This design comes from an exercise in tuning for small area and a short achievable clock period on the open sky130 flow, not from production work.
RTL that was checked went through simulation tests only; none was proved equivalent to the original.
The RTL of runs 1 to 7 was laid out without a check of its function.
No driver is modelled on the clock port, so clock power and skew are understated where the tree is cut down; a real chip needs a root buffer or a tree.
Power is estimated from default activity; no workload was simulated.

==> flow/design.v <==
module FSM_out
(
    input             clk,
    input             reset_n,
    input             req,
    input             fifo_empty,
    input      [63:0] fifo_data,    
    output reg        remove,       
    output reg        load,         
    output reg        strobe_out,
    output reg        data_end,
    output reg  [7:0] data_out
);
reg [3:0] state;
reg       shift;
reg [55:0] buf_q;
wire idle = (state == 4'd0);
wire start = idle && req && !fifo_empty;
always @(posedge clk)
begin
    if (!reset_n)
    begin
        state  <= 4'd0;
        remove <= 1'b0;
        load   <= 1'b0;
        shift  <= 1'b0;
    end
    else
    begin
        if (idle)
            state <= start ? 4'd1 : 4'd0;
        else if (state == 4'd10)
            state <= 4'd0;
        else
            state <= state + 4'd1;
        remove <= start;
        load   <= (state == 4'd1);
        shift  <= (state >= 4'd2) && (state <= 4'd8);
    end
end
always @(posedge clk)
    buf_q <= fifo_data[63:8] | ({56{shift}} & {8'd0, buf_q[55:8]});
always @(posedge clk)
begin
    if (!reset_n)
    begin
        strobe_out <= 1'b0;
        data_end   <= 1'b0;
        data_out   <= 8'd0;
    end
    else
    begin
        if (load)
        begin
            strobe_out <= 1'b1;
            data_out   <= fifo_data[7:0];
        end
        else if (shift)
            data_out <= buf_q[7:0];
        if (state == 4'd9)
            data_end <= 1'b1;
        else if (state == 4'd10)
        begin
            strobe_out <= 1'b0;
            data_end   <= 1'b0;
        end
    end
end
endmodule
module module_64_8
#(parameter width = 64, parameter depth = 8)
(
    input   clk,
    input   reset_n,
    input   strobe_in,
    input   [width-1:0] input_data,
    input   req_data,
    output  ready,
    output  data_end,
    output  strobe_out,
    output  [7:0] data_out,
    output  [$clog2(depth)-1:0] write_counter
);
localparam aw = $clog2(depth);
reg [width-1:0] mem [depth-1:0];
reg [depth-1:0] wr_ptr;
reg [depth-1:0] rd_ptr;
reg [depth-1:0] wr_en;
reg [aw:0] count;
reg        empty;
wire full = count[aw];
wire write = strobe_in && !full;
wire remove;
wire load;
wire [aw:0]    count_w  = remove ? count : count + 1'b1;
wire [aw:0]    count_nw = remove ? count - 1'b1 : count;
wire [depth-1:0] wr_ptr_w = {wr_ptr[depth-2:0], wr_ptr[depth-1]};
wire           full_w   = (count_w == depth);
wire           full_nw  = (count_nw == depth);
wire           empty_nw = (count_nw == 0);
assign write_counter = count[aw-1:0];
assign ready = empty;
always @(posedge clk)
begin
    if (!reset_n)
    begin
        count  <= 0;
        empty  <= 1'b1;
        wr_ptr <= 1;
        wr_en  <= 1;
    end
    else if (write)
    begin
        count  <= count_w;
        empty  <= 1'b0;
        wr_ptr <= wr_ptr_w;
        wr_en  <= full_w ? {depth{1'b0}} : wr_ptr_w;
    end
    else
    begin
        count  <= count_nw;
        empty  <= empty_nw;
        wr_en  <= full_nw ? {depth{1'b0}} : wr_ptr;
    end
end
reg [depth-1:0] rd_sel;
always @(posedge clk)
begin
    if (!reset_n)
    begin
        rd_ptr <= 1;
        rd_sel <= 0;
    end
    else
    begin
        if (load)
            rd_ptr <= {rd_ptr[depth-2:0], rd_ptr[depth-1]};
        rd_sel <= remove ? rd_ptr : {depth{1'b0}};
    end
end
integer i;
always @(posedge clk)
begin
    for (i = 0; i < depth; i = i + 1)
        if (wr_en[i])
            mem[i] <= input_data;
end
reg [width-1:0] rd_data;
always @*
begin
    rd_data = 0;
    for (i = 0; i < depth; i = i + 1)
        rd_data = rd_data | ({width{rd_sel[i]}} & mem[i]);
end
FSM_out FSM_out_1
(
    .clk        (clk),
    .reset_n    (reset_n),
    .req        (req_data),
    .fifo_empty (empty),
    .fifo_data  (rd_data),
    .remove     (remove),
    .load       (load),
    .strobe_out (strobe_out),
    .data_end   (data_end),
    .data_out   (data_out)
);
endmodule
==> flow/flow/run.sh <==
#!/bin/bash
# The standard ORFS layout, with the port buffers made of buf_2 cells (instead of the
# delay cells buffer_ports picks by default) and timing repair free to change a cell's
# footprint.
set -euo pipefail
bash standard.sh MATCH_CELL_FOOTPRINT=0 "BUFFER_PORTS_ARGS=-buffer_cell sky130_fd_sc_hd__buf_2" finish > standard_flow.log 2>&1
==> flow/standard.sh <==
#!/bin/bash
# synth_recipe.tcl (not shown) runs the flow's synth.tcl, then flattens the netlist and writes it again
# the make line also repeats each setting of config.mk as NAME=value (left out here)
make -C /OpenROAD-flow-scripts/flow DESIGN_CONFIG=/design/flow/config.mk WORK_HOME=/design/flow/orfs CLKGATE_MAP_FILE= SYNTH_SCRIPT=/design/flow/synth_recipe.tcl "${@:-finish}"
==> flow/config.mk <==
export PLATFORM = sky130hd
export DESIGN_NAME = module_64_8
export DESIGN_NICKNAME = module_64_8
export VERILOG_FILES = /design/flow/design.v
export SDC_FILE = /design/flow/constraint.sdc
export NUM_CORES = 4
export LEC_CHECK = 0
export CAP_MARGIN = 20
export CORE_MARGIN = 2
export CORE_UTILIZATION = 50
export CTS_BUF_LIST = sky130_fd_sc_hd__clkbuf_4 sky130_fd_sc_hd__clkbuf_8
export SETUP_SLACK_MARGIN = 3.0
export SLEW_MARGIN = 20
==> flow/constraint.sdc <==
create_clock -name core_clock -period 5.0 [get_ports {clk}]
set_input_delay 1.0000 -clock core_clock [delete_from_list [all_inputs] [get_ports {clk}]]
set_output_delay 1.0000 -clock core_clock [all_outputs]
set_load 0.01 [all_outputs]
==> results of run 1 <==
==> per-layer routing <==
metal / track usage, % / vias up / routed length (um)
met5: 0 / - / 63
met4: 6.05 / 10 / 569
met3: 4.48 / 54 / 3740
met2: 35.5 / 453 / 23600
met1: 31.6 / 5924 / 21200
li1: - / 5116 / -
==> kinds of logic (layout without fill, tap and decap cells) <==
kind of cell             Yosys count  in the layout  synth area share (%)
AO/OA/AOI/OAI                    294            294                  11.7
XOR/XNOR                           6              6                 0.245
adder cells (fa/ha/maj)            6              6                 0.350
buffers and inverters             83            286                  1.70
flip-flops                       622            622                  81.9
multiplexers                      17             17                 0.839
other                              0              2                     0
AND/OR/NAND/NOR                  130            130                  3.35
==> per-stage QoR <==
stage | instance area, um2 | hold WS [ns]
floorplan | 21500 | 0.437
global placement | 22400 | 0.431
detailed placement | 22400 | 0.441
CTS | 24500 | 0.435
global route | 24500 | 0.466
finish | 24500 | 0.440
==> state kept, by name, summed over array words and instances (netlist names) <==
signal,count
mem,512
empty,1
wr_ptr,8
FSM_out_1.buf_q,56
FSM_out_1.shift,1
FSM_out_1.load,1
FSM_out_1.data_end,1
rd_ptr,8
FSM_out_1.remove,1
wr_en,8
rd_sel,8
FSM_out_1.strobe_out,1
FSM_out_1.state,4
count,4
FSM_out_1.data_out,8
==> timing repair <==
item,in CTS,in global routing
setup buffers,3,1
hold endpoints to repair,0,0
resized for setup,39,5
setup endpoints to repair,67,21
cloned,0,0
==> synth_stat cells, types with 2 or more instances <==
master,n,area share (%)
edfxtp_1,512,72
buf_6,3,0.16
inv_1,6,0.10
and3_1,11,0.32
xnor2_1,5,0.20
nand3_1,50,1.2
a41oi_1,9,0.37
nand4_1,8,0.23
and2_1,2,0.058
a222oi_1,57,2.7
mux2_2,8,0.42
buf_1,21,0.37
dfxtp_1,110,10
buf_4,3,0.10
buf_2,15,0.35
a21boi_0,7,0.24
clkbuf_1,35,0.61
a22o_1,63,2.6
mux2i_1,9,0.42
or3_1,2,0.058
o21ai_0,10,0.23
a21oi_1,2,0.047
nor2_1,6,0.10
nor2b_1,11,0.32
nand2_1,29,0.51
a221oi_1,57,2.3
a22oi_1,81,2.8
nor3_1,2,0.047
ha_1,6,0.35
==> cell type report <==
cell class,count,area (um2)
tap,539,674
antenna,2,5.00
timing repair buffer,102,674
clock inverter,36,191
sequential,622,17700
inverter,6,22.5
fill,3141,17600
multi-input combinational,453,3530
clock buffer,142,1780
==> path summary, 6_finish.rpt <==
path / startpoint / end / slack [ns] / cells past startpoint
setup / recovery: FSM_out_1.data_out[5] / data_out[5] / 2.89 / 1
hold / removal: empty / FSM_out_1.remove / 0.44 / 1
setup reg to reg: rd_sel[6] / FSM_out_1.data_out[5] / 3.14 / 4
hold reg to reg: empty / FSM_out_1.remove / 0.44 / 1
==> report_power, final <==
group	switching [uW]	internal [uW]	total, uW
clock network	1870	2330	4200
registers	84.8	5760	5840
logic	173	94.5	267
total	2130	8180	10300
==> cell usage in the layout, fill, tap and decap left out, types with 17 or more instances in the layout <==
cell	count
nand3_1	50
edfxtp_1	512
a221oi_1	57
buf_4	17
dfxtp_1	79
a22o_1	63
buf_2	67
clkbuf_8	114
a22oi_1	81
buf_6	17
clkbuf_4	28
a222oi_1	57
nand2_1	29
dfxtp_4	21
clkinv_1	20
==> out/qor.yml, run 1 <==
core_um2: 42100
critPathKind: "reg2out"
vias: 11557
period_share_pct: 42.1
syn-cell-area_um2: 21500
finalSetupViolations: 0
worst-path-max-fanout: 2
period_minus_slack_ns: 2.11
dieWidth_um: 211
final_nets: 1355
clock_skew_ns: 0.0245
p_per_area_nw_per_um2: 420
ys_async_sr_fraction_pct: 0
rsz0062_at_grt: "yes"
worst_setup_path_start_kind: "flip-flop"
clk_pin_slew_ns: 0.06
synth_area_per_cell_um2: 18.5
area_delta_synth_final_pct: 14.3
required_ns: 4.00
seq_area_frac_synth_pct: 81.9
synth_top_flop_cell: "edfxtp_1"
tns_ns: 0
critical_path.top_delay_family: "flip-flops"
gr-total-overflow: 0
cp_slowest_cell: "dfxtp_2"
ys.warnings.count: 3
hold_path_class: "reg2reg"
slew-limit-headroom_pct: 29.8
grt_antenna_before_repair: 7
pre_cts_ws_ns: 2.72
slowest_delay_ns: 0.36
hold_viol_final: 0
setup_ws_ns: 2.89
drc: 0
die_area_um2: 44600
synth_cell_type_count: 47
cts_tree: "done"
clock_path_buffers: 3
dp_hpwl_um: 24200
clock_sinks: 622
grt_max_degree: 56
clock_latency_ns: 0.65
slew_viol_final: 0
syn-instance-count: 1158
totalWireLength_um: 49200
groute.usage.overall_pct: 22.3
tightest_slew_ns: 1.05
crit_chain: "buf_6"
placement.io_buffers: 81
first_global_vias: 11680
vdd_ir_drop_max_v: 0.000222
place_congestion: 0.748
grt_pass1_wl_um: 73200
htreeDepth: 3
root_buffer: "clkbuf_8"
fp-row-count: 75
drt-wirelength-per-cell_um: 25.9
p_leak_uw: 0.00820
final_cells: 1902
synth_edf_count: 512
drtPass1Iterations: 8
synth.net_count: 1232
finalPower_uw: 10300
cp_data_arrival_time_ns: 1.11
ys_ff_latch: 622
status: "finished clean"
postCtsHoldBufs: 0
start_util_pct: 51.0
avgViaCountPerCell: 6.08
cts_buffers: 96
critPathBufInv: 1
end_kind: "output pin"
dieHeight_um: 211
timing.fmax_mhz: 475
dp_cells: 1718
drv_cap: 0
num_io_pins: 82
ant_nets: 0
fin_util_pct: 58.2
drtIter0Drc: 1156
drive_gt1_share_pct: 22.8
==> inputs of run 2 (changes only) <==
==> flow/flow/run.sh (replaced) <==
#!/bin/bash
# The standard ORFS layout, with the port buffers made of buf_1 cells (instead of the
# delay cells buffer_ports picks by default), timing repair free to change a cell's
# footprint, and a clock tree of fewer, larger leaf clusters.
set -euo pipefail
bash standard.sh MATCH_CELL_FOOTPRINT=0 \
  "BUFFER_PORTS_ARGS=-buffer_cell sky130_fd_sc_hd__buf_1" \
  "CTS_ARGS=-sink_clustering_enable -repair_clock_nets -buf_list {sky130_fd_sc_hd__clkbuf_8 sky130_fd_sc_hd__clkbuf_16} -sink_clustering_size 20 -sink_clustering_max_diameter 60" \
  finish > standard_flow.log 2>&1
--- a/flow/config.mk
+++ b/flow/config.mk
@@ -7,7 +7,6 @@
 export LEC_CHECK = 0
 export CAP_MARGIN = 20
 export CORE_MARGIN = 2
-export CORE_UTILIZATION = 50
-export CTS_BUF_LIST = sky130_fd_sc_hd__clkbuf_4 sky130_fd_sc_hd__clkbuf_8
+export CORE_UTILIZATION = 60
 export SETUP_SLACK_MARGIN = 3.0
 export SLEW_MARGIN = 20
==> run 2 against run 1 <==
  * Via count is 3.1% lower
  * Critical path depth stayed put
  * Sequential share of layout area is 2.6 points higher
  * Count of clock-buffer cells in the layout is 99 lower
  * Final area is 3.6% lower
  * Global-route usage is 3.0 points higher
  * Core utilization is 8.6 points higher
  * Highest routed layer unchanged
  * Largest cell class unchanged
  * Synthesized cell count stayed put
==> out/qor.yml, run 2 <==
period_share_pct: 40.4
period_minus_slack_ns: 2.02
synth_compound_area_share_pct: 11.7
vdd_ir_drop_max_v: 0.000347
clock_skew_ns: 0.0153
critical_path.top_delay_family: "flip-flops"
syn-cell-area_um2: 21500
grt_max_degree: 55
synth_top_family_by_area: "compound AO/OA/AOI/OAI gates"
root_buffer: "clkbuf_16"
fillers: 2421
tns_ns: 0
synth_area_per_cell_um2: 18.5
seq_power_share_pct: 61.9
num_io_pins: 82
rsz0062_at_grt: "yes"
critPathKind: "reg2out"
synth_top_area_share_pct: 71.6
synth_largest_area_cell: "edfxtp_1"
cts_buffers: 40
avgViaCountPerCell: 6.52
ant_nets: 0
core_um2: 35400
dp_hpwl_um: 23500
worst-path-max-fanout: 2
slew-limit-headroom_pct: 30.5
totalWireLength_um: 47000
dieWidth_um: 193
r2r-start: "rd_sel[3]"
ys.warnings.count: 3
switching_share_pct: 20.0
slowest_delay_ns: 0.37
final_cells: 1718
grt_pass1_wl_um: 68900
p_per_area_nw_per_um2: 398
worst_setup_path_start_kind: "flip-flop"
vias: 11201
intPower_uw: 7540
synth_area_leaders: "edfxtp_1 (72%), dfxtp_1 (10%), a22oi_1 (2.8%)"
synth_cell_type_count: 47
yosys-top-cells-count: "edfxtp_1 (512), dfxtp_1 (110), a22oi_1 (81)"
crit_chain: "buf_6"
area_delta_synth_final_pct: 10.2
comb_power_share_pct: 2.8
top_register: "mem"
grt_antenna_before_repair: 2
ys_async_sr_fraction_pct: 0
clk_pin_slew_ns: 0.08
synth.net_count: 1232
htreeDepth: 2
clock_path_buffers: 3
fin_util_pct: 66.9
drc: 0
final_cell_mix: "edfxtp_1 (512), a22oi_1 (81), dfxtp_1 (79), buf_1 (67), a22o_1 (63)"
first_global_vias: 10954
multi_input_area_um2: 3530
final_common_cell: "edfxtp_1"
switchingPower_uw: 1890
cp_data_arrival_time_ns: 1.02
synth.most_common_cell: "edfxtp_1"
finalSetupViolations: 0
largest_reg_flops: 512
hold_viol_final: 0
dp_cells: 1642
ys_ff_latch: 622
drv_cap: 0
seq_area_frac_synth_pct: 81.9
seq_area_um2: 17700
min-delay-start: "empty"
drive_gt1_share_pct: 11.4
p_leak_uw: 0.00767
postCtsHoldBufs: 0
syn-instance-count: 1158
drt-wirelength-per-cell_um: 27.4
synthSimpleGateAreaFrac_pct: 3.35
cts_tree: "done"
end_kind: "output pin"
stdcell_area_um2: 23700
timing.fmax_mhz: 495
tightest_slew_ns: 1.04
gr-total-overflow: 0
clockPowerShare_pct: 35.4
drtIter0Drc: 1097
clock_sinks: 622
synthAdderAreaFrac_pct: 0.350
hold_path_class: "reg2reg"
drtPass1Iterations: 7
status: "finished clean"
groute.usage.overall_pct: 25.3
postPlaceCellArea_um2: 22200
synthMuxAreaShare_pct: 0.839
place_congestion: 0.746
required_ns: 4.00
top_regs: "mem x512, FSM_out_1.buf_q x56"
start_util_pct: 60.7
placement.io_buffers: 81
synth_edf_count: 512
clock_latency_ns: 0.54
crit_start: "FSM_out_1.data_out[4]"
critPathBufInv: 1
synth_top_flop_cell: "edfxtp_1"
cp_slowest_cell: "dfxtp_2"
yosys.area_share.xor_xnor_pct: 0.245
die_area_um2: 37300
slew_viol_final: 0
fp-row-count: 69
dieHeight_um: 193
final_nets: 1302
-- run 2: cell counts after synthesis --
Identical to the previous run, type by type.
-- run 2: final cells by class --
type                            instances  area share [%]
Clock buffer                           43            4.45
Antenna cell                            1          0.0106
Sequential cell                       622            74.6
Clock inverter                         27           0.973
Inverter                                6          0.0952
Tap cell                              461            2.44
Timing Repair Buffer                  105            2.52
Multi-Input combinational cell        453            14.9
-- run 2: layer usage --
metal	vias up	global-route usage (%)	wire (um)
li1	4974	-	-
met1	5800	37.4	20600
met2	368	41.1	22700
met3	57	3.40	3020
met4	2	4.95	733
met5	-	0	13
-- run 2: path summary, 6_finish.rpt --
| check | end | slack [ns] | cells after the start |
|---|---|---|---|
| max | data_out[4] | 2.98 | 1 |
| min | FSM_out_1.remove | 0.41 | 1 |
| max reg2reg | FSM_out_1.buf_q[37] | 3.02 | 4 |
| min reg2reg | FSM_out_1.remove | 0.41 | 1 |
-- run 2: repair_timing --
action / 4_1_cts / 5_1_grt
setup buffers: 2 / 3
gates resized for setup: 64 / 5
gates cloned: 0 / 0
endpoints found under the setup margin: 65 / 22
-- run 2: power by group through the flow --
stage          combinational, uW  sequential (uW)  clock (uW)
6_report                     261             5830        3330
5_1_grt                      287             5840        3560
4_1_cts                      253             5830        3400
3_5_place_dp                 236             5960           0
3_3_place_gp                 229             5950           0
2_1_floorplan                105             5940           0
-- run 2: kinds of logic after synthesis --
logic type	count (synthesis)
flops	622
compound gates	294
simple gates	130
buf+inv	83
mux	17
xor+xnor	6
fa+ha+maj	6
-- run 2: through the flow --
stage               hold slack [ns]  total power [uW]  setup slack, ns
floorplan                     0.437              6050             3.18
global placement              0.422              6180             2.78
detailed placement            0.430              6190             2.74
CTS                           0.409              9490             2.86
global route                  0.423              9690             2.96
finish                        0.408              9420             2.98
==> inputs of run 3 (changes only) <==
==> flow/flow/run.sh (replaced) <==
#!/bin/bash
# The standard ORFS layout, with the port buffers made of buf_1 cells (instead of the
# delay cells buffer_ports picks by default), timing repair free to change a cell's
# footprint, and a clock tree with custom clustering.
set -euo pipefail
bash standard.sh MATCH_CELL_FOOTPRINT=0 \
  "BUFFER_PORTS_ARGS=-buffer_cell sky130_fd_sc_hd__buf_1" \
  "CTS_ARGS=-sink_clustering_enable -repair_clock_nets -buf_list {sky130_fd_sc_hd__clkbuf_8 sky130_fd_sc_hd__clkbuf_16} -sink_clustering_size 20 -sink_clustering_max_diameter 60 -dont_use_dummy_load" \
  finish > standard_flow.log 2>&1
==> run 3 against run 2 <==
  * Still clean on timing, DRC and antenna
  * Maximum frequency grew 0.59%
  * Setup slack gained 0.012 ns
  * Non-clock buffer count is the same
  * Routed wire length shrank 0.35%
  * Core utilization shrank 0.83 points
  * Combinational power is essentially flat
  * Sequential cell count is the same
  * Critical endpoint unchanged
==> out/qor.yml, run 3 <==
vdd_ir_drop_max_v: 0.000343
slew_viol_final: 0
postPlaceCellArea_um2: 22200
stdcell_area_um2: 23400
pre_cts_ws_ns: 2.74
synth_area_per_cell_um2: 18.5
slew-limit-headroom_pct: 31.1
largest_reg_flops: 512
cp_slowest_cell: "dfxtp_2"
worst_setup_path_start_kind: "flip-flop"
grt_antenna_before_repair: 3
ys_async_sr_fraction_pct: 0
core_um2: 35400
p_leak_uw: 0.00747
crit_start: "FSM_out_1.data_out[4]"
start_util_pct: 60.7
cts_tree: "done"
critPathKind: "reg2out"
end_kind: "output pin"
seq_area_um2: 17700
grt_pass1_wl_um: 68700
ys.warnings.count: 3
num_io_pins: 82
path_depth: 1
ys_ff_latch: 622
dp_hpwl_um: 23500
clock_skew_ns: 0.0324
synth_top_area_share_pct: 71.6
r2r_slack_ns: 3.05
top_register: "mem"
critical_path.top_delay_family: "flip-flops"
seq_area_frac_synth_pct: 81.9
hold_viol_final: 0
drt-wirelength-per-cell_um: 27.7
htreeDepth: 2
area_delta_synth_final_pct: 8.86
period_minus_slack_ns: 2.01
period_share_pct: 40.2
hold_path_class: "reg2reg"
timing.fmax_mhz: 498
finalSetupViolations: 0
status: "finished clean"
crit_chain: "buf_6"
totalWireLength_um: 46800
die_area_um2: 37300
fp-row-count: 69
multi_input_area_um2: 3530
first_global_vias: 10891
r2r-start: "rd_sel[3]"
clock_sinks: 622
final_nets: 1302
ant_nets: 0
reg2reg_to: "FSM_out_1.buf_q[37]"
synth_top_flop_cell: "edfxtp_1"
synth_edf_count: 512
synth.net_count: 1232
drc: 0
gr-total-overflow: 0
final_cell_mix: "edfxtp_1 (512), a22oi_1 (81), dfxtp_1 (80), buf_1 (68), a22o_1 (63)"
syn-instance-count: 1158
synth_cell_type_count: 47
synth_area_leaders: "edfxtp_1 (72%), dfxtp_1 (10%), a22oi_1 (2.8%)"
clk_pin_slew_ns: 0.08
drtPass1Iterations: 6
groute.usage.overall_pct: 25.2
p_per_area_nw_per_um2: 386
grt_max_degree: 55
top_regs: "mem x512, FSM_out_1.buf_q x56"
setup_ws_ns: 2.99
dieWidth_um: 193
tns_ns: 0
placement.io_buffers: 81
reg2regPathDepth: 4
final_cells: 1689
synth.most_common_cell: "edfxtp_1"
crit_path_end: "data_out[4]"
avgViaCountPerCell: 6.56
clock_latency_ns: 0.53
fillers: 2452
vias: 11080
place_congestion: 0.746
slowest_delay_ns: 0.37
final_common_cell: "edfxtp_1"
synth_largest_area_cell: "edfxtp_1"
required_ns: 4.00
tightest_slew_ns: 1.03
rsz0062_at_grt: "yes"
min-delay-start: "empty"
drv_cap: 0
drive_gt1_share_pct: 10.3
clock_path_buffers: 3
dieHeight_um: 193
critPathBufInv: 1
dp_cells: 1642
worst-path-max-fanout: 2
cp_data_arrival_time_ns: 1.01
syn-cell-area_um2: 21500
yosys-top-cells-count: "edfxtp_1 (512), dfxtp_1 (110), a22oi_1 (81)"
drtIter0Drc: 1080
cts_buffers: 40
root_buffer: "clkbuf_16"
## run 3: cell counts after synthesis
No cell type changed its count.
## run 3: worst min-delay path by stage
stage                    endpoint  cells after the start
6_report         FSM_out_1.remove                      1
5_1_grt          FSM_out_1.remove                      1
4_1_cts          FSM_out_1.remove                      1
3_5_place_dp     FSM_out_1.remove                      1
3_3_place_gp     FSM_out_1.remove                      1
2_1_floorplan  FSM_out_1.buf_q[0]                      2
## run 3: routing by layer
metal	share of wire, %	GRT usage (%)	vias to the layer above
met3	7.0	3.40	58
met5	0.028	0	-
met2	48	40.9	389
li1	-	-	4940
met1	43	37.3	5691
met4	1.6	5.22	2
## run 3: through the flow
| step | utilization, % | hold slack [ns] | power [uW] |
|---|---|---|---|
| CTS | 65.9 | 0.408 | 9070 |
| floorplan | - | 0.437 | 6050 |
| detailed placement | 62.7 | 0.430 | 6190 |
| global placement | 62.7 | 0.422 | 6180 |
| finish | 66.0 | 0.404 | 9010 |
| global route | 66.0 | 0.423 | 9270 |
## run 3: cells by family (layout without fill, tap and decap cells)
family          Yosys count  in the layout  synth area share [%]
compound gates          294            294                  11.7
xor+xnor                  6              6                 0.245
fa+ha+maj                 6              6                 0.350
buf+inv                  83            151                  1.70
flops                   622            622                  81.9
mux                      17             17                 0.839
other cells               0              2                     0
simple gates            130            130                  3.35
## run 3: power by group
| group | switching, uW | leakage, uW | internal (uW) | total [uW] |
|---|---|---|---|---|
| Sequential | 81.7 | 0.00561 | 5750 | 5830 |
| Clock | 1510 | 0.000493 | 1420 | 2920 |
| Combinational | 174 | 0.00136 | 84.8 | 259 |
## run 3: cell type report
type	instances	area share (%)
diodes	2	0.0214
inverters	6	0.0964
clock buffers	40	4.28
multi-input cells	453	15.1
well taps	461	2.47
repair buffers	105	2.49
flip-flops and latches	622	75.5
## run 3: timing repair
action,4_1_cts,5_1_grt
hold buffers,0,0
hold endpoints to repair,0,0
endpoints found under the setup margin,54,18
setup buffers,2,3
resized for setup,55,7
pin swaps,0,0
==> inputs of run 4 (changes only) <==
--- a/flow/config.mk
+++ b/flow/config.mk
@@ -8,5 +8,5 @@
 export CAP_MARGIN = 20
 export CORE_MARGIN = 2
 export CORE_UTILIZATION = 60
-export SETUP_SLACK_MARGIN = 3.0
+export SETUP_SLACK_MARGIN = 3.4
 export SLEW_MARGIN = 20
==> run 4 against run 3 <==
  * Cell count is 0.89% higher
  * Core utilization grew 1.2 points
  * Routed wire length grew 3.0%
  * Die area unchanged
  * Synthesized cell count unchanged
  * Via count is 0.99% higher
  * Clock power is 2% lower
  * Critical endpoint unchanged
  * Critical path depth stayed put
  * Highest routed layer unchanged
  * Worst hold slack better by 0.025 ns
  * Count of clock-buffer cells in the layout down 2
==> out/qor.yml, run 4 <==
ys_ff_latch: 622
critical_path.top_delay_family: "flip-flops"
drive_gt1_share_pct: 12.7
drv_cap: 0
dieHeight_um: 193
hold_viol_final: 0
final_nets: 1317
drc: 0
p_per_area_nw_per_um2: 378
dieWidth_um: 193
vias: 11190
area_delta_synth_final_pct: 10.8
synth_top_flop_cell: "edfxtp_1"
min-delay-start: "empty"
core_um2: 35400
r2r_slack_ns: 3.29
synth_edf_count: 512
r2r-start: "count[1]"
worst_setup_path_start_kind: "flip-flop"
drt-wirelength-per-cell_um: 28.3
synth_largest_area_cell: "edfxtp_1"
p_leak_uw: 0.00761
reg2reg_to: "wr_en[4]"
die_area_um2: 37300
groute.usage.overall_pct: 26.0
rsz0062_at_grt: "yes"
clock_latency_ns: 0.54
reg2regPathDepth: 8
fp-row-count: 69
clock_skew_ns: 0.0355
finalSetupViolations: 0
tightest_slew_ns: 0.731
grt_antenna_before_repair: 3
synth_area_leaders: "edfxtp_1 (72%), dfxtp_1 (10%), a22oi_1 (2.8%)"
end_kind: "output pin"
synth.net_count: 1232
top_regs: "mem x512, FSM_out_1.buf_q x56"
status: "finished clean"
drtIter0Drc: 1355
critPathKind: "reg2out"
gr-total-overflow: 0
slew-limit-headroom_pct: 51.3
crit_chain: "buf_6"
placement.io_buffers: 81
ys.warnings.count: 3
clock_sinks: 622
first_global_vias: 11005
timing.fmax_mhz: 493
final_common_cell: "edfxtp_1"
htreeDepth: 2
ys_async_sr_fraction_pct: 0
final_cell_mix: "edfxtp_1 (512), a22oi_1 (81), dfxtp_1 (77), buf_1 (65), a22o_1 (63)"
yosys-top-cells-count: "edfxtp_1 (512), dfxtp_1 (110), a22oi_1 (81)"
root_buffer: "clkbuf_16"
avgViaCountPerCell: 6.57
synth.most_common_cell: "edfxtp_1"
cts_tree: "done"
worst-path-max-fanout: 2
clk_pin_slew_ns: 0.08
cp_data_arrival_time_ns: 1.03
clock_path_buffers: 3
syn-instance-count: 1158
dp_hpwl_um: 23200
top_register: "mem"
fin_util_pct: 67.2
dp_cells: 1642
cp_slowest_cell: "dfxtp_4"
hold_path_class: "reg2reg"
slowest_delay_ns: 0.36
ant_nets: 0
hold_end: "FSM_out_1.remove"
final_cells: 1704
critPathBufInv: 1
grt_max_degree: 56
place_congestion: 0.743
synth_cell_type_count: 47
totalWireLength_um: 48300
tns_ns: 0
grt_pass1_wl_um: 70200
whs_ns: 0.428
whs_path_depth: 1
drtPass1Iterations: 5
num_io_pins: 82
path_depth: 1
seq_area_frac_synth_pct: 81.9
period_minus_slack_ns: 2.03
required_ns: 4.00
syn-cell-area_um2: 21500
period_share_pct: 40.5
vdd_ir_drop_max_v: 0.000296
start_util_pct: 60.7
slew_viol_final: 0
cts_buffers: 38
synth_top_area_share_pct: 71.6
synth_area_per_cell_um2: 18.5
largest_reg_flops: 512
run 4: changes by cell type in the layout (fill, tap and decap cells not counted), sizes merged:
cell    change
buf        +17
clkbuf      -2
run 4: stage by stage:
| stage | power, uW | setup slack [ns] | area (um2) |
|---|---|---|---|
| after detailed placement | 6190 | 2.37 | 22200 |
| final | 8980 | 2.97 | 23800 |
| after floorplan | 6050 | 3.18 | 21500 |
| after CTS | 9000 | 2.95 | 23600 |
| after global routing | 9250 | 2.95 | 23800 |
| after global placement | 6180 | 2.42 | 22200 |
run 4: cell type report:
class / instances / area [um2]
Multi-Input combinational cell: 453 / 3610
Clock buffer: 38 / 951
Timing Repair Buffer: 122 / 956
Fill cell: 2435 / 11600
Antenna cell: 2 / 5.00
Tap cell: 461 / 577
Inverter: 6 / 27.5
Sequential cell: 622 / 17700
run 4: worst max path at each step:
stage	start	end	slack, ns
4_1_cts	FSM_out_1.data_out[4]	data_out[4]	2.95
3_3_place_gp	reset_n	wr_en[4]	2.42
2_1_floorplan	strobe_in	wr_en[7]	3.18
6_report	FSM_out_1.data_out[4]	data_out[4]	2.97
5_1_grt	FSM_out_1.data_out[4]	data_out[4]	2.95
3_5_place_dp	reset_n	wr_en[2]	2.37
run 4: cell families (layout without fill, tap and decap cells):
kind of cell | count (synthesis) | in the layout | share of synthesized area, %
flops | 622 | 622 | 81.9
compound gates | 294 | 294 | 11.7
simple gates | 130 | 130 | 3.35
buf+inv | 83 | 166 | 1.70
mux | 17 | 17 | 0.839
fa+ha+maj | 6 | 6 | 0.350
xor+xnor | 6 | 6 | 0.245
other cells | 0 | 2 | 0
run 4: report_power, final:
group	switching [uW]	internal [uW]
registers	78.0	5750
clock network	1490	1350
logic	195	119
run 4: timing repair:
item	in CTS	in global routing
endpoints found under the setup margin	458	90
gates resized for setup	108	27
cloned	0	0
buffers inserted	16	6
hold buffers	0	0
pin swaps	6	12
run 4: per-layer routing:
metal	vias to the layer above	GRT usage (%)	routed length, um
met5	-	0	13
met4	2	5.33	813
met3	58	3.29	3090
met2	396	43.2	23700
met1	5769	37.5	20600
li1	4965	-	-
==> inputs of run 5 (changes only) <==
==> flow/flow/run.sh (replaced) <==
#!/bin/bash
# The standard ORFS layout, with the port buffers made of buf_1 cells (instead of the
# delay cells buffer_ports picks by default), timing repair free to change a cell's
# footprint, and a clock tree with custom clustering.
set -euo pipefail
bash standard.sh MATCH_CELL_FOOTPRINT=0 \
  "BUFFER_PORTS_ARGS=-buffer_cell sky130_fd_sc_hd__buf_1" \
  "CTS_ARGS=-sink_clustering_enable -repair_clock_nets -buf_list {sky130_fd_sc_hd__clkbuf_16} -sink_clustering_size 30 -sink_clustering_max_diameter 80 -dont_use_dummy_load" \
  finish > standard_flow.log 2>&1
--- a/flow/config.mk
+++ b/flow/config.mk
@@ -8,5 +8,5 @@
 export CAP_MARGIN = 20
 export CORE_MARGIN = 2
 export CORE_UTILIZATION = 60
-export SETUP_SLACK_MARGIN = 3.4
+export SETUP_SLACK_MARGIN = 3.0
 export SLEW_MARGIN = 20
==> run 5 against run 4 <==
  * First-iteration DRC count shrank 16%
  * Register-to-register slack got worse by 0.18 ns
  * Total power fell by 6.6%
  * Largest cell class unchanged
==> out/qor.yml, run 5 <==
status: "finished clean"
slew-limit-headroom_pct: 30.7
syn-instance-count: 1158
critical_path.top_delay_family: "flip-flops"
dieWidth_um: 193
core_um2: 35400
die_area_um2: 37300
worst-path-max-fanout: 2
avgViaCountPerCell: 6.59
cp_slowest_cell: "dfxtp_4"
grt_pass1_wl_um: 68300
synth_area_leaders: "edfxtp_1 (72%), dfxtp_1 (10%), a22oi_1 (2.8%)"
cts_buffers: 25
tightest_slew_ns: 1.04
synth_top_area_share_pct: 71.6
yosys-top-cells-count: "edfxtp_1 (512), dfxtp_1 (110), a22oi_1 (81)"
htreeDepth: 1
finalSetupViolations: 0
p_leak_uw: 0.00729
vias: 11040
final_cell_mix: "edfxtp_1 (512), a22oi_1 (81), dfxtp_1 (79), buf_1 (67), a22o_1 (63)"
dp_hpwl_um: 23500
fillers: 2478
seq_area_frac_synth_pct: 81.9
whs_ns: 0.440
period_minus_slack_ns: 2.06
top_register: "mem"
path_depth: 1
drt-wirelength-per-cell_um: 27.8
place_congestion: 0.746
synth.net_count: 1232
syn-cell-area_um2: 21500
grt_max_degree: 55
tns_ns: 0
period_share_pct: 41.2
synthAdderAreaFrac_pct: 0.350
num_io_pins: 82
hold_viol_final: 0
final_nets: 1287
ys_async_sr_fraction_pct: 0
reg2regPathDepth: 7
critPathBufInv: 1
clock_skew_ns: 0.0226
clock_latency_ns: 0.58
groute.usage.overall_pct: 25.0
synth_largest_area_cell: "edfxtp_1"
timing.fmax_mhz: 485
multi_input_area_um2: 3530
ys.warnings.count: 3
critPathKind: "reg2out"
synth_area_per_cell_um2: 18.5
area_delta_synth_final_pct: 7.27
p_per_area_nw_per_um2: 365
synthMuxAreaShare_pct: 0.839
grt_antenna_before_repair: 3
totalWireLength_um: 46500
clock_path_buffers: 3
synth_top_flop_cell: "edfxtp_1"
top_regs: "mem x512, FSM_out_1.buf_q x56"
yosys.area_share.xor_xnor_pct: 0.245
drtPass1Iterations: 6
crit_chain: "buf_6"
end_kind: "output pin"
slowest_delay_ns: 0.37
drc: 0
final_common_cell: "edfxtp_1"
synth_top_family_by_area: "compound AO/OA/AOI/OAI gates"
placement.io_buffers: 81
synthSimpleGateAreaFrac_pct: 3.35
synth_edf_count: 512
whs_path_depth: 1
synth_cell_type_count: 47
clk_pin_slew_ns: 0.11
ant_nets: 0
cts_tree: "done"
first_global_vias: 10797
drtIter0Drc: 1134
synth.most_common_cell: "edfxtp_1"
fp-row-count: 69
rsz0062_at_grt: "yes"
vdd_ir_drop_max_v: 0.000293
gr-total-overflow: 0
dieHeight_um: 193
required_ns: 4.00
drv_cap: 0
cp_data_arrival_time_ns: 1.06
worst_setup_path_start_kind: "flip-flop"
largest_reg_flops: 512
root_buffer: "clkbuf_16"
hold_path_class: "reg2reg"
postCtsHoldBufs: 0
ys_ff_latch: 622
start_util_pct: 60.7
slew_viol_final: 0
seq_area_um2: 17700
fin_util_pct: 65.1
drive_gt1_share_pct: 9.33
synth_compound_area_share_pct: 11.7
clock_sinks: 622
==> run 5: per-layer routing <==
layer	part of all wire [%]	vias up	wire (um)	global-route usage, %
met3	6.3	39	2930	2.81
met4	1.3	2	623	4.31
met2	49	352	22600	40.9
li1	-	4893	-	-
met1	44	5754	20400	37.4
met5	0.024	-	11	0
==> run 5: through the flow <==
step	worst slack (ns)	cells	instance area [um2]	total power, uW
final	2.94	1674	23000	8390
after global placement	2.78	1642	22200	6180
after floorplan	3.18	1158	21500	6050
after CTS	2.82	1669	23000	8440
after global routing	2.91	1673	23000	8630
after detailed placement	2.74	1642	22200	6190
==> run 5: layout make-up <==
type | count | area share, %
Tap cell | 461 | 2.50
Clock buffer | 25 | 2.72
Inverter | 6 | 0.0978
Antenna cell | 2 | 0.0217
Sequential cell | 622 | 76.7
Multi-Input combinational cell | 453 | 15.3
Timing Repair Buffer | 105 | 2.66
==> run 5: path summary, 6_finish.rpt <==
kind	from	end	slack (ns)
setup / recovery	FSM_out_1.data_out[7]	data_out[7]	2.94
setup reg to reg	count[1]	wr_en[1]	3.11
hold reg to reg	empty	FSM_out_1.remove	0.44
hold / removal	empty	FSM_out_1.remove	0.44
==> run 5: where the power goes <==
group | leakage, uW | total, uW | internal, uW | switching, uW
registers | 0.00561 | 5830 | 5750 | 83.1
clock network | 0.000308 | 2300 | 900 | 1400
logic | 0.00137 | 264 | 89.8 | 174
==> run 5: cell families (layout without fill, tap and decap cells) <==
group	count (synthesis)	after routing
muxes	17	17
DFF	622	622
AOI/OAI and AO/OA	294	294
buffers and inverters	83	136
and+or+nand+nor	130	130
other	0	2
xor gates and xnor gates	6	6
adders and majority gates	6	6
==> run 5: repair_timing <==
| item | 4_1_cts | 5_1_grt |
|---|---|---|
| endpoints found under the setup margin | 65 | 28 |
| resized for setup | 65 | 9 |
| setup buffers | 2 | 3 |
==> run 5: worst register-to-register path, delay by kind of cell, from the launching register on <==
kind                     cells  cell delay, ns
AO/OA/AOI/OAI                1            0.23
adder cells (fa/ha/maj)      1            0.33
buffers and inverters        2            0.21
flip-flops                   1            0.37
AND/OR/NAND/NOR              3            0.64
==> inputs of run 6 (changes only) <==
--- a/flow/config.mk
+++ b/flow/config.mk
@@ -8,5 +8,5 @@
 export CAP_MARGIN = 20
 export CORE_MARGIN = 2
 export CORE_UTILIZATION = 60
-export SETUP_SLACK_MARGIN = 3.0
+export SETUP_SLACK_MARGIN = 3.4
 export SLEW_MARGIN = 20
==> run 6 against run 5 <==
  * Still clean
  * Clock power is essentially flat
  * Clock skew is 0.023 ns higher
  * Sequential power is essentially flat
  * Register-to-register slack gained 0.14 ns
  * Global-route usage up 0.61 points
  * Core utilization is 1.3 points higher
  * Total power up 0.61%
  * Worst hold slack got worse by 0.0045 ns
  * Synthesized cell count stayed put
  * Sequential cell count is the same
  * Setup slack better by 0.0071 ns
  * Largest cell class unchanged
==> out/qor.yml, run 6 <==
placement.io_buffers: 81
drtPass1Iterations: 8
core_um2: 35400
clk_pin_slew_ns: 0.11
cp_slowest_cell: "dfxtp_4"
clock_sinks: 622
r2r_slack_ns: 3.25
htreeDepth: 1
final_common_cell: "edfxtp_1"
top_register: "mem"
period_minus_slack_ns: 2.05
place_congestion: 0.743
area_delta_synth_final_pct: 9.37
worst-path-max-fanout: 2
drtIter0Drc: 1317
ant_nets: 0
largest_reg_flops: 512
switching_share_pct: 19.9
ys_ff_latch: 622
totalWireLength_um: 48500
postCtsHoldBufs: 0
clockPowerShare_pct: 27.3
intPower_uw: 6770
cp_data_arrival_time_ns: 1.05
drive_gt1_share_pct: 11.6
avgViaCountPerCell: 6.62
required_ns: 4.00
dieWidth_um: 193
fillers: 2466
critPathBufInv: 1
vdd_ir_drop_max_v: 0.000304
synth.net_count: 1232
tightest_slew_ns: 0.725
gr-total-overflow: 0
critPathKind: "reg2out"
r2r-start: "count[1]"
comb_power_share_pct: 3.7
synth_top_area_share_pct: 71.6
drv_cap: 0
critical_path.top_delay_family: "flip-flops"
tns_ns: 0
dieHeight_um: 193
min-delay-start: "empty"
fp-row-count: 69
rsz0062_at_grt: "yes"
ys.warnings.count: 3
reg2reg_to: "wr_en[2]"
multi_input_area_um2: 3600
groute.usage.overall_pct: 25.6
drc: 0
top_regs: "mem x512, FSM_out_1.buf_q x56"
p_per_area_nw_per_um2: 360
clock_path_buffers: 3
clock_skew_ns: 0.0451
period_share_pct: 41.1
vias: 11209
timing.fmax_mhz: 487
status: "finished clean"
finalPower_uw: 8450
slew_viol_final: 0
yosys-top-cells-count: "edfxtp_1 (512), dfxtp_1 (110), a22oi_1 (81)"
start_util_pct: 60.7
synth_cell_type_count: 47
syn-cell-area_um2: 21500
hold_viol_final: 0
seq_area_frac_synth_pct: 81.9
synth.most_common_cell: "edfxtp_1"
slew-limit-headroom_pct: 51.6
hold_end: "FSM_out_1.remove"
wl_met1_um: 20600
num_io_pins: 82
root_buffer: "clkbuf_16"
synth_largest_area_cell: "edfxtp_1"
grt_antenna_before_repair: 3
drt-wirelength-per-cell_um: 28.7
first_global_vias: 10903
grt_max_degree: 56
synth_area_leaders: "edfxtp_1 (72%), dfxtp_1 (10%), a22oi_1 (2.8%)"
routed-wl-met3_um: 3510
end_kind: "output pin"
die_area_um2: 37300
grt_pass1_wl_um: 69600
reg2regPathDepth: 8
worst_setup_path_start_kind: "flip-flop"
cts_buffers: 25
slowest_delay_ns: 0.37
crit_chain: "buf_6"
final_nets: 1305
ys_async_sr_fraction_pct: 0
finalSetupViolations: 0
clock_latency_ns: 0.58
syn-instance-count: 1158
synth_edf_count: 512
switchingPower_uw: 1680
hold_path_class: "reg2reg"
whs_path_depth: 1
seq_area_um2: 17700
cts_tree: "done"
dp_hpwl_um: 23200
highest_layer: "met5"
met2_length_um: 23800
p_leak_uw: 0.00746
synth_area_per_cell_um2: 18.5
synth_top_flop_cell: "edfxtp_1"
final_cell_mix: "edfxtp_1 (512), a22oi_1 (81), dfxtp_1 (77), buf_1 (65), a22o_1 (63)"
seq_power_share_pct: 68.9
## run 6: power groups by stage
stage          Clock, uW  Sequential (uW)  Combinational [uW]
3_5_place_dp           0             5950                 239
2_1_floorplan          0             5940                 108
4_1_cts             2350             5820                 286
3_3_place_gp           0             5940                 234
6_report            2310             5820                 315
5_1_grt             2530             5830                 343
## run 6: area by class of cell
class | instances | area share, %
sequential | 622 | 75.3
multi-input combinational | 453 | 15.3
timing repair buffer | 123 | 4.16
clock buffer | 25 | 2.66
tap | 461 | 2.46
inverter | 6 | 0.117
antenna | 2 | 0.0213
## run 6: per-layer routing
| layer | GRT usage, % | up-vias |
|---|---|---|
| li1 | - | 4942 |
| met1 | 37.3 | 5832 |
| met2 | 42.5 | 390 |
| met3 | 3.35 | 43 |
| met4 | 4.75 | 2 |
| met5 | 0 | - |
## run 6: what timing repair did
item / CTS / global route
endpoints found under the setup margin: 456 / 96
setup buffers: 12 / 11
pin swaps: 3 / 7
gates resized for setup: 105 / 23
## run 6: worst max path at each step
stage	end	slack, ns	startpoint	depth (start not counted)
after floorplan	wr_en[7]	3.18	strobe_in	5
after global placement	wr_en[4]	2.42	reset_n	5
after detailed placement	wr_en[2]	2.37	reset_n	5
after CTS	data_out[7]	2.92	FSM_out_1.data_out[7]	1
after global routing	data_out[7]	2.91	FSM_out_1.data_out[7]	1
final	data_out[7]	2.95	FSM_out_1.data_out[7]	1
## run 6: worst register-to-register path: stages (launching register included)
cell      delay [ns]
dfxtp_4         0.37
buf_6           0.11
buf_6           0.12
inv_4           0.05
ha_4            0.21
nor4bb_4        0.26
and3_4          0.24
nor2_4          0.06
a22o_1          0.22
## run 6: logic make-up (layout without fill, tap and decap cells)
group | count (synthesis) | in the layout | synth area share (%)
flip-flops | 622 | 622 | 81.9
AO/OA/AOI/OAI | 294 | 294 | 11.7
AND/OR/NAND/NOR | 130 | 130 | 3.35
buffers and inverters | 83 | 154 | 1.70
multiplexers | 17 | 17 | 0.839
adder cells (fa/ha/maj) | 6 | 6 | 0.350
XOR/XNOR | 6 | 6 | 0.245
other | 0 | 2 | 0
## run 6: per-stage QoR
stage | worst slack (ns) | cells | hold WS [ns] | util (%) | instance area [um2]
after floorplan | 3.18 | 1158 | 0.437 | - | 21500
after CTS | 2.92 | 1679 | 0.431 | 65.7 | 23200
after detailed placement | 2.37 | 1642 | 0.417 | 62.7 | 22200
final | 2.95 | 1692 | 0.435 | 66.3 | 23500
after global placement | 2.42 | 1642 | 0.418 | 62.7 | 22200
after global routing | 2.91 | 1691 | 0.441 | 66.3 | 23500
==> inputs of run 7 (changes only) <==
==> flow/flow/run.sh (replaced) <==
#!/bin/bash
# The standard ORFS layout, with the port buffers made of buf_1 cells (instead of the
# delay cells buffer_ports picks by default), timing repair free to change a cell's
# footprint, a clock tree of about 30 flip-flops per leaf buffer, and the clock
# tree's root buffer taken out after CTS (flow/bypass_root.tcl).
set -euo pipefail
W=$(pwd)
bash standard.sh MATCH_CELL_FOOTPRINT=0 \
  "BUFFER_PORTS_ARGS=-buffer_cell sky130_fd_sc_hd__buf_1" \
  "CTS_ARGS=-sink_clustering_enable -repair_clock_nets -buf_list {sky130_fd_sc_hd__clkbuf_16} -sink_clustering_size 30 -sink_clustering_max_diameter 80 -dont_use_dummy_load" \
  "POST_CTS_TCL=$W/flow/bypass_root.tcl" \
  finish > standard_flow.log 2>&1
==> flow/flow/bypass_root.tcl (new file) <==
# After clock tree synthesis: take out the tree's root buffer, so that the clock port
# drives the root's few loads (the first level of clock buffers) directly.
set block [ord::get_db_block]
set clk_net [[$block findBTerm clk] getNet]
set roots {}
foreach it [$clk_net getITerms] {
  lappend roots [$it getInst]
}
if {[llength $roots] != 1} {
  puts "bypass_root: clock port drives [llength $roots] cells, leaving the tree as it is"
  return
}
set root [lindex $roots 0]
set out_net {}
foreach it [$root getITerms] {
  if {[$it isOutputSignal]} { set out_net [$it getNet] }
}
set loads {}
foreach it [$out_net getITerms] {
  if {[$it getInst] ne $root} { lappend loads $it }
}
if {[llength $loads] > 4 || [llength [$out_net getBTerms]] > 0} {
  puts "bypass_root: root drives [llength $loads] pins, leaving the tree as it is"
  return
}
puts "bypass_root: removing [$root getName] ([[$root getMaster] getName]), clock port now drives [llength $loads] pins"
foreach it $loads { $it disconnect }
foreach it [$root getITerms] { $it disconnect }
odb::dbInst_destroy $root
odb::dbNet_destroy $out_net
foreach it $loads { $it connect $clk_net }
--- a/flow/config.mk
+++ b/flow/config.mk
@@ -8,5 +8,5 @@
 export CAP_MARGIN = 20
 export CORE_MARGIN = 2
 export CORE_UTILIZATION = 60
-export SETUP_SLACK_MARGIN = 3.4
+export SETUP_SLACK_MARGIN = 3.0
 export SLEW_MARGIN = 20
==> run 7 against run 6 <==
  * First-iteration DRC count is 12% lower
  * Global-route usage down 0.67 points
  * Critical path depth unchanged
  * Routed wire length shrank 4.2%
  * Die area unchanged
  * Clock power shrank 3%
  * Worst hold slack better by 0.0044 ns
  * Final area down 2.0%
  * Combinational power down 16%
  * Register-to-register slack worse by 0.14 ns
  * Critical endpoint is now write_counter[0]
==> out/qor.yml, run 7 <==
dieWidth_um: 193
yosys-top-cells-count: "edfxtp_1 (512), dfxtp_1 (110), a22oi_1 (81)"
rsz0062_at_grt: "yes"
final_nets: 1287
whs_path_depth: 1
top_regs: "mem x512, FSM_out_1.buf_q x56"
cp_slowest_cell: "dfxtp_4"
p_per_area_nw_per_um2: 363
ys.warnings.count: 3
synth.most_common_cell: "edfxtp_1"
worst_setup_path_start_kind: "flip-flop"
synth_cell_type_count: 47
area_delta_synth_final_pct: 7.13
critPathBufInv: 1
period_minus_slack_ns: 1.95
r2r-start: "count[1]"
fp-row-count: 69
p_leak_uw: 0.00728
timing.fmax_mhz: 512
reg2regPathDepth: 7
cp_data_arrival_time_ns: 0.95
avgViaCountPerCell: 6.55
slowest_delay_ns: 0.37
num_io_pins: 82
crit_chain: "buf_1"
fillers: 2480
start_util_pct: 60.7
die_area_um2: 37300
synth_edf_count: 512
clock_latency_ns: 0.45
hold_path_class: "reg2reg"
tightest_slew_ns: 1.03
gr-total-overflow: 0
whs_ns: 0.440
totalWireLength_um: 46500
synth_area_leaders: "edfxtp_1 (72%), dfxtp_1 (10%), a22oi_1 (2.8%)"
fin_util_pct: 65.0
placement.io_buffers: 81
r2r_slack_ns: 3.11
clock_skew_ns: 0.0235
multi_input_area_um2: 3530
slew_viol_final: 0
hold_end: "FSM_out_1.remove"
end_kind: "output pin"
synth_largest_area_cell: "edfxtp_1"
drtIter0Drc: 1153
ys_async_sr_fraction_pct: 0
tns_ns: 0
grt_antenna_before_repair: 3
setup_ws_ns: 3.05
seq_area_um2: 17700
dieHeight_um: 193
vdd_ir_drop_max_v: 0.000294
syn-cell-area_um2: 21500
finalPower_uw: 8340
path_depth: 1
ant_nets: 0
first_global_vias: 10794
final_cell_mix: "edfxtp_1 (512), a22oi_1 (81), dfxtp_1 (79), buf_1 (68), a22o_1 (63)"
min-delay-start: "empty"
place_congestion: 0.746
finalSetupViolations: 0
crit_start: "count[0]"
status: "finished clean"
synth_top_area_share_pct: 71.6
drive_gt1_share_pct: 9.25
pre_cts_ws_ns: 2.74
required_ns: 4.00
reg2reg_to: "wr_en[1]"
synth_top_flop_cell: "edfxtp_1"
largest_reg_flops: 512
grt_pass1_wl_um: 68200
clock_sinks: 622
dp_hpwl_um: 23500
grt_max_degree: 55
syn-instance-count: 1158
critical_path.top_delay_family: "flip-flops"
synth.net_count: 1232
drv_cap: 0
ys_ff_latch: 622
drtPass1Iterations: 6
slew-limit-headroom_pct: 31.1
drt-wirelength-per-cell_um: 27.8
worst-path-max-fanout: 4
seq_area_frac_synth_pct: 81.9
drc: 0
core_um2: 35400
top_register: "mem"
hold_viol_final: 0
critPathKind: "reg2out"
period_share_pct: 39.1
synth_area_per_cell_um2: 18.5
final_common_cell: "edfxtp_1"
clk_pin_slew_ns: 0.11
vias: 10968
groute.usage.overall_pct: 24.9
## run 7: worst max-delay path by stage
stage | slack [ns] | end
floorplan | 3.18 | wr_en[7]
global placement | 2.78 | count[1]
detailed placement | 2.74 | count[1]
global route | 2.95 | FSM_out_1.data_out[0]
finish | 3.05 | write_counter[0]
## run 7: cell families after synthesis
kind of cell             share of synthesized area (%)
buffers and inverters                             1.70
flip-flops                                        81.9
AND/OR/NAND/NOR                                   3.35
AO/OA/AOI/OAI                                     11.7
XOR/XNOR                                         0.245
multiplexers                                     0.839
adder cells (fa/ha/maj)                          0.350
## run 7: power breakdown
group          switching [uW]  total (uW)  internal (uW)
logic                     175         264           89.5
registers                82.9        5830           5750
clock network            1380        2250            865
## run 7: area by class of cell
type	count	share of cell area, %
diodes	2	0.0218
clock buffers	24	2.61
inverters	6	0.0979
multi-input cells	453	15.3
flip-flops and latches	622	76.8
well taps	461	2.51
repair buffers	106	2.66
## run 7: metrics by stage
| step | instance area [um2] | cells |
|---|---|---|
| floorplan | 21500 | 1158 |
| global placement | 22200 | 1642 |
| detailed placement | 22200 | 1642 |
| global route | 23000 | 1673 |
| finish | 23000 | 1674 |
## run 7: metal layers
layer,up-vias,GRT usage [%],part of all wire (%)
met3,42,2.64,6.2
met1,5666,37.4,44
met2,367,40.7,48
met5,-,0,0.024
li1,4891,-,-
met4,2,4.52,1.5
==> inputs of run 8 (changes only) <==
--- a/flow/design.v
+++ b/flow/design.v
@@ -83,8 +83,8 @@
 );
 localparam aw = $clog2(depth);
 reg [width-1:0] mem [depth-1:0];
-reg [depth-1:0] wr_ptr;
 reg [depth-1:0] rd_ptr;
+reg [depth-1:0] rd_sel;
 reg [depth-1:0] wr_en;
 reg [aw:0] count;
 reg        empty;
@@ -92,38 +92,36 @@
 wire write = strobe_in && !full;
 wire remove;
 wire load;
-wire [aw:0]    count_w  = remove ? count : count + 1'b1;
-wire [aw:0]    count_nw = remove ? count - 1'b1 : count;
+wire [depth-1:0] wr_ptr   = full ? rd_ptr : wr_en;
 wire [depth-1:0] wr_ptr_w = {wr_ptr[depth-2:0], wr_ptr[depth-1]};
-wire           full_w   = (count_w == depth);
-wire           full_nw  = (count_nw == depth);
-wire           empty_nw = (count_nw == 0);
+wire [aw:0] count_w  = remove ? count : count + 1'b1;
+wire [aw:0] count_nw = remove ? count - 1'b1 : count;
+wire        full_w   = (count_w == depth);
+wire        full_nw  = (count_nw == depth);
+wire        empty_nw = (count_nw == 0);
 assign write_counter = count[aw-1:0];
 assign ready = empty;
 always @(posedge clk)
 begin
     if (!reset_n)
     begin
-        count  <= 0;
-        empty  <= 1'b1;
-        wr_ptr <= 1;
-        wr_en  <= 1;
+        count <= 0;
+        empty <= 1'b1;
+        wr_en <= 1;
     end
     else if (write)
     begin
-        count  <= count_w;
-        empty  <= 1'b0;
-        wr_ptr <= wr_ptr_w;
-        wr_en  <= full_w ? {depth{1'b0}} : wr_ptr_w;
+        count <= count_w;
+        empty <= 1'b0;
+        wr_en <= full_w ? {depth{1'b0}} : wr_ptr_w;
     end
     else
     begin
-        count  <= count_nw;
-        empty  <= empty_nw;
-        wr_en  <= full_nw ? {depth{1'b0}} : wr_ptr;
+        count <= count_nw;
+        empty <= empty_nw;
+        wr_en <= full_nw ? {depth{1'b0}} : wr_ptr;
     end
 end
-reg [depth-1:0] rd_sel;
 always @(posedge clk)
 begin
     if (!reset_n)
--- a/flow/config.mk
+++ b/flow/config.mk
@@ -8,5 +8,5 @@
 export CAP_MARGIN = 20
 export CORE_MARGIN = 2
 export CORE_UTILIZATION = 60
-export SETUP_SLACK_MARGIN = 3.0
+export SETUP_SLACK_MARGIN = 3.6
 export SLEW_MARGIN = 20
==> run 8 against run 7 <==
  * Via count grew 4.7%
  * Global-route usage grew 2.8 points
  * Clock skew grew 0.030 ns
  * Critical path type unchanged
==> out/qor.yml, run 8 <==
synth_top_flop_cell: "edfxtp_1"
synth_largest_area_cell: "edfxtp_1"
synth_top_area_share_pct: 72.6
timing.fmax_mhz: 513
grt_pass1_wl_um: 73500
dieHeight_um: 192
hold_viol_final: 0
yosys-top-cells-count: "edfxtp_1 (512), dfxtp_1 (102), a22oi_1 (88)"
ys_async_sr_fraction_pct: 0
vdd_ir_drop_max_v: 0.000306
avgViaCountPerCell: 6.77
dieWidth_um: 192
period_minus_slack_ns: 1.95
drtPass1Iterations: 7
synth_area_leaders: "edfxtp_1 (73%), dfxtp_1 (9.6%), a22oi_1 (3.1%)"
multi_input_area_um2: 3720
worst-path-max-fanout: 2
hold_path_class: "reg2reg"
ys.warnings.count: 3
core_um2: 34600
cp_data_arrival_time_ns: 0.95
num_io_pins: 82
critPathBufInv: 1
min-delay-start: "empty"
top_regs: "mem x512, FSM_out_1.buf_q x56"
worst_setup_path_start_kind: "flip-flop"
grt_antenna_before_repair: 6
clock_skew_ns: 0.0535
die_area_um2: 36800
placement.io_buffers: 81
crit_chain: "buf_6"
synthAdderAreaFrac_pct: 0.354
synthSimpleGateAreaFrac_pct: 2.92
final_common_cell: "edfxtp_1"
rsz0062_at_grt: "yes"
end_kind: "output pin"
pre_cts_ws_ns: 2.66
first_global_vias: 11184
totalWireLength_um: 51300
syn-cell-area_um2: 21200
critical_path.top_delay_family: "flip-flops"
fp-row-count: 68
final_cell_mix: "edfxtp_1 (512), a22oi_1 (88), dfxtp_1 (68), buf_1 (66), a222oi_1 (57)"
groute.usage.overall_pct: 27.8
finalSetupViolations: 0
seq_area_um2: 17500
slew-limit-headroom_pct: 51.1
tightest_slew_ns: 0.734
yosys.area_share.xor_xnor_pct: 0.289
finalPower_uw: 8400
critPathKind: "reg2out"
synth_compound_area_share_pct: 11.8
p_leak_uw: 0.00768
drive_gt1_share_pct: 16.5
drv_cap: 0
dp_hpwl_um: 23300
clock_latency_ns: 0.45
required_ns: 4.00
crit_start: "FSM_out_1.data_out[7]"
area_delta_synth_final_pct: 13.3
p_per_area_nw_per_um2: 350
ys_ff_latch: 614
start_util_pct: 61.2
drtIter0Drc: 1233
fillers: 2222
synth.most_common_cell: "edfxtp_1"
slowest_delay_ns: 0.38
vias: 11482
top_register: "mem"
tns_ns: 0
r2r-start: "count[1]"
period_share_pct: 39.0
clock_sinks: 614
setup_ws_ns: 3.05
place_congestion: 0.736
largest_reg_flops: 512
gr-total-overflow: 0
synthMuxAreaShare_pct: 0.850
grt_max_degree: 65
synth_top_family_by_area: "compound AO/OA/AOI/OAI gates"
cp_slowest_cell: "dfxtp_4"
final_nets: 1313
ant_nets: 0
synth.net_count: 1205
drt-wirelength-per-cell_um: 30.2
clk_pin_slew_ns: 0.11
syn-instance-count: 1131
status: "finished clean"
slew_viol_final: 0
synth_area_per_cell_um2: 18.7
synth_cell_type_count: 46
drc: 0
seq_area_frac_synth_pct: 82.2
synth_edf_count: 512
==> run 8: cell count changes after synthesis, sizes merged, moves of 3 or more <==
cell     before  now
nand2        29   13
a21boi        7    0
o2bb2ai       0    7
a22oi        81   88
a22o         64   56
clkbuf       35   38
buf          42   37
dfxtp       110  102
==> run 8: path summary, 6_finish.rpt <==
| kind | to | slack [ns] | cells past startpoint |
|---|---|---|---|
| hold / removal | FSM_out_1.remove | 0.44 | 1 |
| setup reg to reg | wr_en[7] | 3.22 | 9 |
| hold reg to reg | FSM_out_1.remove | 0.44 | 1 |
| setup / recovery | data_out[7] | 3.05 | 1 |
==> run 8: cells by family (layout without fill, tap and decap cells) <==
group           count (synthesis)  in the layout
compound gates                294            294
xor+xnor                        7              7
fa+ha+maj                       6              6
buf+inv                        80            186
flops                         614            614
mux                            17             17
other cells                     0              3
simple gates                  113            113
==> run 8: where the power goes <==
| group | switching (uW) | internal [uW] | total (uW) |
|---|---|---|---|
| Sequential | 78.0 | 5680 | 5750 |
| Clock | 1390 | 900 | 2290 |
| Combinational | 216 | 142 | 358 |
==> run 8: layout make-up <==
type / instances / area share (%)
tap: 455 / 2.37
sequential: 614 / 73.0
multi-input combinational: 437 / 15.5
inverter: 5 / 0.0886
clock buffer: 25 / 2.61
timing repair buffer: 156 / 6.41
antenna: 3 / 0.0313
==> run 8: routing by layer <==
metal / part of all wire, % / GRT usage [%]
met1: 42 / 40.7
met2: 49 / 45.5
met3: 7.4 / 3.67
met4: 1.9 / 5.59
met5: 0.080 / 0
==> run 8: per-stage QoR <==
step,util [%],hold slack [ns],std cells,area (um2)
2_1_floorplan,-,0.437,1131,21300
3_3_place_gp,63.5,0.437,1610,22000
3_5_place_dp,63.5,0.447,1610,22000
5_1_grt,69.3,0.449,1693,24000
6_report,69.3,0.441,1695,24000
==> inputs of run 9 (changes only) <==
--- a/flow/config.mk
+++ b/flow/config.mk
@@ -8,5 +8,5 @@
 export CAP_MARGIN = 20
 export CORE_MARGIN = 2
 export CORE_UTILIZATION = 60
-export SETUP_SLACK_MARGIN = 3.6
+export SETUP_SLACK_MARGIN = 3.3
 export SLEW_MARGIN = 20
==> run 9 against run 8 <==
  * Register-to-register slack improved by 0.13 ns
  * Sequential power is essentially flat
  * Largest cell class unchanged
  * Critical path type unchanged
  * Via count decreased by 3.3%
  * Worst hold slack worse by 0.010 ns
==> out/qor.yml, run 9 <==
synth_top_area_share_pct: 72.6
clock_sinks: 614
yosys-top-cells-count: "edfxtp_1 (512), dfxtp_1 (102), a22oi_1 (88)"
dp_hpwl_um: 23800
drive_gt1_share_pct: 9.92
critical_path.top_delay_family: "flip-flops"
seq_power_share_pct: 69.4
cp_slowest_cell: "dfxtp_4"
ant_nets: 0
slew_viol_final: 0
vdd_ir_drop_max_v: 0.000276
top_register: "mem"
start_util_pct: 61.2
die_area_um2: 36800
hold_viol_final: 0
drc: 0
placement.io_buffers: 81
p_leak_uw: 0.00723
slowest_delay_ns: 0.38
area_delta_synth_final_pct: 8.32
groute.usage.overall_pct: 26.0
comb_power_share_pct: 3.2
final_common_cell: "edfxtp_1"
period_share_pct: 38.5
period_minus_slack_ns: 1.92
p_per_area_nw_per_um2: 362
required_ns: 4.00
vias: 11104
switchingPower_uw: 1640
syn-cell-area_um2: 21200
fin_util_pct: 66.3
synth_area_per_cell_um2: 18.7
clock_latency_ns: 0.46
totalWireLength_um: 47800
worst_setup_path_start_kind: "flip-flop"
grt_pass1_wl_um: 70000
critPathKind: "reg2out"
avgViaCountPerCell: 6.75
final_nets: 1265
dieWidth_um: 192
ys_ff_latch: 614
drv_cap: 0
core_um2: 34600
end_kind: "output pin"
tns_ns: 0
syn-instance-count: 1131
synth_top_flop_cell: "edfxtp_1"
rsz0062_at_grt: "yes"
clock_skew_ns: 0.0700
tightest_slew_ns: 0.744
timing.fmax_mhz: 520
clockPowerShare_pct: 27.4
place_congestion: 0.744
synth_area_leaders: "edfxtp_1 (73%), dfxtp_1 (9.6%), a22oi_1 (3.1%)"
drtIter0Drc: 1280
slew-limit-headroom_pct: 50.4
synth.net_count: 1205
synth.most_common_cell: "edfxtp_1"
clk_pin_slew_ns: 0.11
final_cell_mix: "edfxtp_1 (512), a22oi_1 (88), dfxtp_1 (69), buf_1 (66)"
status: "finished clean"
worst-path-max-fanout: 2
drtPass1Iterations: 7
fillers: 2350
first_global_vias: 10792
largest_reg_flops: 512
intPower_uw: 6670
synth_edf_count: 512
fp-row-count: 68
grt_max_degree: 65
hold_path_class: "reg2reg"
num_io_pins: 82
drt-wirelength-per-cell_um: 29.1
synth_cell_type_count: 46
gr-total-overflow: 0
finalSetupViolations: 0
crit_chain: "buf_6"
cp_data_arrival_time_ns: 0.92
critPathBufInv: 1
top_regs: "mem x512, FSM_out_1.buf_q x56"
dieHeight_um: 192
ys_async_sr_fraction_pct: 0
seq_area_frac_synth_pct: 82.2
synth_largest_area_cell: "edfxtp_1"
ys.warnings.count: 3
switching_share_pct: 19.7
grt_antenna_before_repair: 5
==> run 9: cell counts after synthesis <==
No cell type changed its count.
==> run 9: logic make-up (layout without fill, tap and decap cells) <==
group | after synthesis | count (layout) | share of synthesized area (%)
simple gates | 113 | 113 | 2.92
other cells | 0 | 2 | 0
flops | 614 | 614 | 82.2
buf+inv | 80 | 138 | 1.55
mux | 17 | 17 | 0.850
xor+xnor | 7 | 7 | 0.289
compound gates | 294 | 294 | 11.8
fa+ha+maj | 6 | 6 | 0.354
==> run 9: power by group through the flow <==
stage	logic, uW	registers, uW	clock network, uW
2_1_floorplan	100	5870	0
3_3_place_gp	223	5880	0
3_5_place_dp	227	5890	0
5_1_grt	294	5780	2470
6_report	268	5760	2280
==> run 9: layer usage <==
metal  wire, um  track usage, %  up-vias
met1      20600            39.9     5734
met3       3850            3.01       46
met5         35               0        -
met4        661            3.96        6
met2      22700            41.5      477
li1           -               -     4841
==> run 9: layout make-up <==
| type | instances | area, um2 | share of cell area [%] |
|---|---|---|---|
| Sequential cell | 614 | 17500 | 76.3 |
| Tap cell | 455 | 569 | 2.48 |
| Timing Repair Buffer | 108 | 743 | 3.24 |
| Clock buffer | 25 | 626 | 2.73 |
| Inverter | 5 | 18.8 | 0.0818 |
| Antenna cell | 2 | 5.00 | 0.0218 |
| Multi-Input combinational cell | 437 | 3480 | 15.2 |
==> run 9: stage by stage <==
| stage | area, um2 | std cells | hold WS (ns) | total power [uW] | setup WS (ns) |
|---|---|---|---|---|---|
| after floorplan | 21200 | 1131 | 0.437 | 5970 | 3.30 |
| after global placement | 21900 | 1611 | 0.420 | 6110 | 2.92 |
| after detailed placement | 21900 | 1611 | 0.423 | 6110 | 2.90 |
| after global routing | 22900 | 1645 | 0.462 | 8540 | 3.04 |
| final | 23000 | 1646 | 0.431 | 8310 | 3.08 |
==> run 9: final timing paths <==
kind	startpoint	to	slack, ns	cells past startpoint
setup / recovery	FSM_out_1.data_out[1]	data_out[1]	3.08	1
hold / removal	empty	FSM_out_1.remove	0.43	1
setup reg to reg	count[0]	wr_en[5]	3.35	7
hold reg to reg	empty	FSM_out_1.remove	0.43	1

-- what the ideal ports hide --
How much do the figures lean on ideal ports? The routed layouts below were timed once more, with nothing changed but the port constraints. Step 1 (the two cells are an assumption about what drives the block):
set clk [get_ports {clk}]
set_driving_cell -lib_cell sky130_fd_sc_hd__clkbuf_16 $clk
set_driving_cell -lib_cell sky130_fd_sc_hd__buf_2 [delete_from_list [all_inputs] $clk]
Step 2 moves the port delays by t, midway between the first and last clock arrival at a register: inputs arrive t later, outputs are due t later. That takes back most of the time a late clock gives input paths. a / b / c = no drivers / after step 1 / after step 2; a / b = the first two.
| run | t, ns | setup WS [ns] | cell pins on the clock port's net |
|---|---|---|---|
| run 1 | 0.683 | 2.893 / 2.842 / 2.764 | 1 |
| run 2 | 0.587 | 2.978 / 2.924 / 2.707 | 1 |
| run 3 | 0.569 | 2.990 / 2.937 / 2.680 | 1 |
| run 4 | 0.571 | 2.973 / 2.917 / 2.885 | 1 |
| run 5 | 0.623 | 2.938 / 2.878 / 2.716 | 1 |
| run 6 | 0.610 | 2.945 / 2.890 / 2.878 | 1 |
| run 7 | 0.504 | 3.047 / 2.977 / 2.745 | 2 |
| run 8 | 0.495 | 3.049 / 2.979 / 2.994 | 2 |
| run 9 | 0.485 | 3.076 / 3.011 / 3.009 | 2 |
After both steps setup and hold are still met in every run listed. The setup slack of run 3, which loses most, moves by -0.053 ns with the drivers and by -0.310 ns with both steps.
